Source: an optimization exercise on an open RTL-to-GDS flow (aim: small area). Production flows keep margins and buffers that such runs may drop. Function was checked by simulation only, so behaviour that the tests miss may differ from the original.

==> try-zinc <==
// pe_chain
module pe_chain (
    input         clk,
    input         rst_n,
    input  [7:0]  ifmap_i,
    input  [7:0]  weight_i,
    input  [31:0] psum_i,
    input         ifmap_en_i,
    input         weight_en_i,
    input         psum_en_i,
    output [7:0]  ifmap_o,
    output [7:0]  weight_o,
    output [31:0] psum_o,
    output        weight_en_o,
    output        psum_en_o
    );
Settings: LEC_CHECK=0, CAP_MARGIN=20, CORE_MARGIN=2, CORE_UTILIZATION=40, SLEW_MARGIN=20; clock period 10.0 ns.
standard.sh (not shown) runs the stock make flow with config.mk's settings and CLKGATE_MAP_FILE= SYNTH_SCRIPT=/design/flow/synth_recipe.tcl, a recipe that flattens the netlist after the stock synthesis.
==> flow/flow/run.sh <==
#!/bin/bash
# The standard layout, with two changes:
# * the datapath's small cells (pe_fa, pe_ha, pe_nor in rtl/PE.v) are mapped
#   straight onto sky130 cells in the synthesis canonicalize step
#   (flow/premap.tcl); registers are synthesized exactly as in the standard flow;
# * clock tree synthesis uses small clock buffers and no dummy loads.
set -euo pipefail
export SYNTH_CANONICALIZE_TCL="$PWD/flow/premap.tcl"
P=sky130_fd_sc_hd__
export CTS_ARGS="-sink_clustering_enable -repair_clock_nets -dont_use_dummy_load -buf_list ${P}clkbuf_2 -root_buf ${P}clkbuf_8 -sink_clustering_size 10"
bash standard.sh > standard.log 2>&1
==> flow/flow/premap.tcl <==
# Run in ORFS's synthesis canonicalize step (SYNTH_CANONICALIZE_TCL), after
# hierarchy: the datapath's small cells become library cells before synthesis.
techmap -map [file dirname [info script]]/premap.v
==> flow/flow/premap.v <==
// Maps the datapath's small cells (rtl/PE.v) straight onto library cells.
(* techmap_celltype = "pe_fa" *)
module _map_pe_fa (input a, input b, input c, output s, output co);
    sky130_fd_sc_hd__fa_1 _TECHMAP_REPLACE_ (.A(a), .B(b), .CIN(c), .SUM(s), .COUT(co));
endmodule

(* techmap_celltype = "pe_ha" *)
module _map_pe_ha (input a, input b, output s, output co);
    sky130_fd_sc_hd__ha_1 _TECHMAP_REPLACE_ (.A(a), .B(b), .SUM(s), .COUT(co));
endmodule

(* techmap_celltype = "pe_nor" *)
module _map_pe_nor (input a, input b, output y);
    sky130_fd_sc_hd__nor2_1 _TECHMAP_REPLACE_ (.A(a), .B(b), .Y(y));
endmodule
==> try-harbor (differences from try-zinc) <==
==> flow/flow/run.sh (replaced) <==
#!/bin/bash
# The standard layout, with these changes:
# * the datapath's small cells (pe_fa, pe_ha, pe_nor in rtl/PE.v) are mapped
#   straight onto sky130 cells in the synthesis canonicalize step
#   (flow/premap.tcl); registers are synthesized exactly as in the standard flow;
# * every input and output port still gets a buffer, of the smallest kind;
# * clock tree synthesis uses small clock buffers and no dummy loads.
set -euo pipefail
export SYNTH_CANONICALIZE_TCL="$PWD/flow/premap.tcl"
P=sky130_fd_sc_hd__
export BUFFER_PORTS_ARGS="-buffer_cell ${P}buf_1"
export CTS_ARGS="-sink_clustering_enable -repair_clock_nets -dont_use_dummy_load -buf_list ${P}clkbuf_4 -root_buf ${P}clkbuf_16 -sink_clustering_size 8 -sink_clustering_max_diameter 30"
bash standard.sh > standard.log 2>&1
--- a/flow/config.mk
+++ b/flow/config.mk
@@ -8,4 +8,5 @@
 export CAP_MARGIN = 20
 export CORE_MARGIN = 2
-export CORE_UTILIZATION = 40
+export CORE_UTILIZATION = 65
+export PLACE_DENSITY = 0.75
 export SLEW_MARGIN = 20
==> qor summary <==
	try-zinc	try-harbor
Worst slew margin relative to its limit	0.310	0.328
Signal arrival time at the worst endpoint	7320 ps	6600 ps
Run status	timing/DRC/antenna clean	timing/DRC/antenna clean
Area Growth Syn to Fin	8.93%	5.61%
Cell Rows	134	105
Core region area	133000 um^2	81700 um^2
Placed Cells incl. Taps	5499	4801
Number of clock buffers inserted by TritonCTS	276	183
Peak Freq	0.107 GHz	0.116 GHz
Maximum clock insertion buffer count	4	3
Met1 Use GR	0.203	0.336
Final worst path period share	0.932	0.860
Post-Route Hold Slack	301 ps	263 ps
Time the worst path needs with I/O delays and setup	9320 ps	8600 ps
Sum of routed wire length over all layers	99900 um	92300 um
Vias in the first global route	33338	32158

* * *

==> run B: inputs <==
Another version of the RTL of pe_chain (not shown whole).
==> module PE, before the edit <==
module PE #(
    parameter LAST = 0,      
    parameter CW   = 0,      
    parameter CWO  = 1       
    )
    (
    input               clk,
    input               rst_n,
    input  [7:0]        ifmap_n_i,
    input  [7:0]        weight_n_i,
    input  [31+CW:0]    psum_i,
    input               ifmap_en_i,
    input               weight_en_i,
    input               psum_en_i,
    output [7:0]        ifmap_n_o,
    output [7:0]        weight_n_o,
    output [15:0]       lo_o,
    output [15:0]       hi_o,
    output [CWO-1:0]    cnt_o,
    output              c_o,
    output              weight_en_o,
    output              psum_en_o
    );
    reg  [7:0]     ifmap_n_r;
    reg  [7:0]     xc_n_r;
    reg  [7:0]     weight_n_r;
    reg  [31+CW:0] psum_r;
    reg            weight_en_r;
    reg            psum_en_r;
    always @(posedge clk, negedge rst_n) begin
        if (!rst_n) begin
            weight_en_r <= 1'b0;
            psum_en_r   <= 1'b0;
        end else begin
            weight_en_r <= weight_en_i;
            psum_en_r   <= psum_en_i;
        end
    end
    always @(posedge clk, negedge rst_n) begin
        if (!rst_n)
            ifmap_n_r <= 8'hff;
        else if (ifmap_en_i)
            ifmap_n_r <= ifmap_n_i;
    end
    always @(posedge clk, negedge rst_n) begin
        if (!rst_n)
            xc_n_r <= 8'hff;
        else if (weight_en_i)
            xc_n_r <= ifmap_n_r;
    end
    generate if (LAST) begin : g_last
        always @(posedge clk, negedge rst_n) begin
            if (!rst_n) begin
                weight_n_r <= 8'hff;
                psum_r     <= {(32+CW){1'b0}};
            end else begin
                if (weight_en_i) weight_n_r <= weight_n_i;
                if (psum_en_i)   psum_r     <= psum_i;
            end
        end
    end else begin : g_mid
        always @(posedge clk) begin
            if (weight_en_i) weight_n_r <= weight_n_i;
            if (psum_en_i)   psum_r     <= psum_i;
        end
    end endgenerate
    wire [15:0] lo;
    wire        c;
    generate if (LAST) begin : g_mf
        pe_mac_fast u_mac (.xn(xc_n_r), .wn(weight_n_r), .s(psum_r[15:0]), .lo(lo), .c(c));
    end else begin : g_m
        pe_mac u_mac (.xn(xc_n_r), .wn(weight_n_r), .s(psum_r[15:0]), .lo(lo), .c(c));
    end endgenerate
    assign ifmap_n_o   = ifmap_n_r;
    assign weight_n_o  = weight_n_r;
    assign lo_o        = lo;
    assign hi_o        = psum_r[31:16];
    assign c_o         = c;
    assign weight_en_o = weight_en_r;
    assign psum_en_o   = psum_en_r;
    generate if (LAST) begin : g_cl
        assign cnt_o = psum_r[31+CW:32];
    end else if (CW == 0) begin : g_c0
        assign cnt_o = c;
    end else begin : g_cn
        wire [CW:0] y;
        pe_inc #(.W(CW)) u_inc (.a(psum_r[31+CW:32]), .c(c), .y(y));
        assign cnt_o = y[CWO-1:0];
    end endgenerate
endmodule
Settings: LEC_CHECK=0, CAP_MARGIN=20, CORE_MARGIN=2, CORE_UTILIZATION=40, SLEW_MARGIN=20; clock period 10.0 ns.
==> flow/flow/run.sh <==
#!/bin/bash
# The standard layout, with two changes:
# * the datapath's small cells (pe_fa, pe_ha, pe_nor in rtl/PE.v) are mapped
#   straight onto sky130 cells in the synthesis canonicalize step
#   (flow/premap.tcl); registers are synthesized exactly as in the standard flow;
# * clock tree synthesis uses small clock buffers and no dummy loads.
set -euo pipefail
export SYNTH_CANONICALIZE_TCL="$PWD/flow/premap.tcl"
P=sky130_fd_sc_hd__
export CTS_ARGS="-sink_clustering_enable -repair_clock_nets -dont_use_dummy_load -buf_list ${P}clkbuf_2 -root_buf ${P}clkbuf_8 -sink_clustering_size 10"
bash standard.sh > standard.log 2>&1
Scripts as last shown in full above: flow/flow/premap.tcl, flow/flow/premap.v
==> run A: changes against run B <==
--- a/flow/design.v
+++ b/flow/design.v
@@ -83,3 +83,3 @@
             if (weight_en_i) weight_n_r <= weight_n_i;
-            if (psum_en_i)   psum_r     <= psum_i;
+            psum_r <= psum_i;
         end
==> flow/flow/run.sh (replaced) <==
#!/bin/bash
# The standard layout, with these changes:
# * the datapath's small cells (pe_fa, pe_ha, pe_nor in rtl/PE.v) are mapped
#   straight onto sky130 cells in the synthesis canonicalize step
#   (flow/premap.tcl); registers are synthesized exactly as in the standard flow;
# * every input and output port still gets a buffer, of the smallest kind;
# * clock tree synthesis uses small clock buffers and no dummy loads.
set -euo pipefail
export SYNTH_CANONICALIZE_TCL="$PWD/flow/premap.tcl"
P=sky130_fd_sc_hd__
export BUFFER_PORTS_ARGS="-buffer_cell ${P}buf_1"
export CTS_ARGS="-sink_clustering_enable -repair_clock_nets -dont_use_dummy_load -buf_list ${P}clkbuf_4 -root_buf ${P}clkbuf_16 -sink_clustering_size 8 -sink_clustering_max_diameter 30"
bash standard.sh > standard.log 2>&1
Settings changed: CORE_UTILIZATION 40 to 80, PLACE_DENSITY from default to 0.88.
==> comparison table <==
item	run A	run B
Status	timing/DRC/antenna clean	timing/DRC/antenna clean
Via Count	30,500	29,800
Clock Tree Buf Depth	3	4
Post-synthesis instance area	53,400 sq um	58,700 sq um
Multiplexer share of the synthesized area	5.84%	5.32%
Average footprint of a synthesized cell	14.6 sq um	16.0 sq um
Clock-pin slew on the worst setup and hold paths	0.08 ns	0.09 ns
Hold_sp	u_pe3.psum_r[30]	u_pe0.psum_r[17]
M1 WL	40,700 microns	49,600 microns
Fin Clk Skew	0.152 ns	0.0914 ns
Sequential share of cell area	40.6%	44.0%
Number of antenna repair diodes	4	7
Starting density of the core	80.9%	40.3%
Post-Route WL	119,000 microns	114,000 microns
Clock latency of the later-clocked register in the worst-skew pair	0.82 ns	0.93 ns
Post-detail-place hpwl	86,900 microns	85,600 microns
Clock root buffer	clkbuf_16	clkbuf_8

==> port drivers added, routing unchanged <==
No port has a modelled driver above. Below, the same layouts with a new extraction and two added sets of constraints. Step 1, drivers: a clkbuf_16 drives clk and a buf_2 each remaining input, both assumed. Step 2, shift: input delay + t, output delay - t, t = (earliest + latest rising clock arrival at the registers) / 2. This alone moves slack from input paths to output paths. a / b / c = ideal / step 1 / step 2; a / b = the first two.
run | t, ns | slack for setup (ns) | worst register clock-pin slew, ns
try-zinc | 0.873 | 0.676 / 0.611 / 1.484 | 0.11 / 0.11
try-harbor | 0.772 | 1.400 / 1.337 / 2.023 | 0.09 / 0.09
run B | 0.933 | 0.364 / 0.296 / 1.229 | 0.11 / 0.11
run A | 0.781 | 1.322 / 1.252 / 1.828 | 0.10 / 0.10
After both steps setup and hold are still met in every run listed.
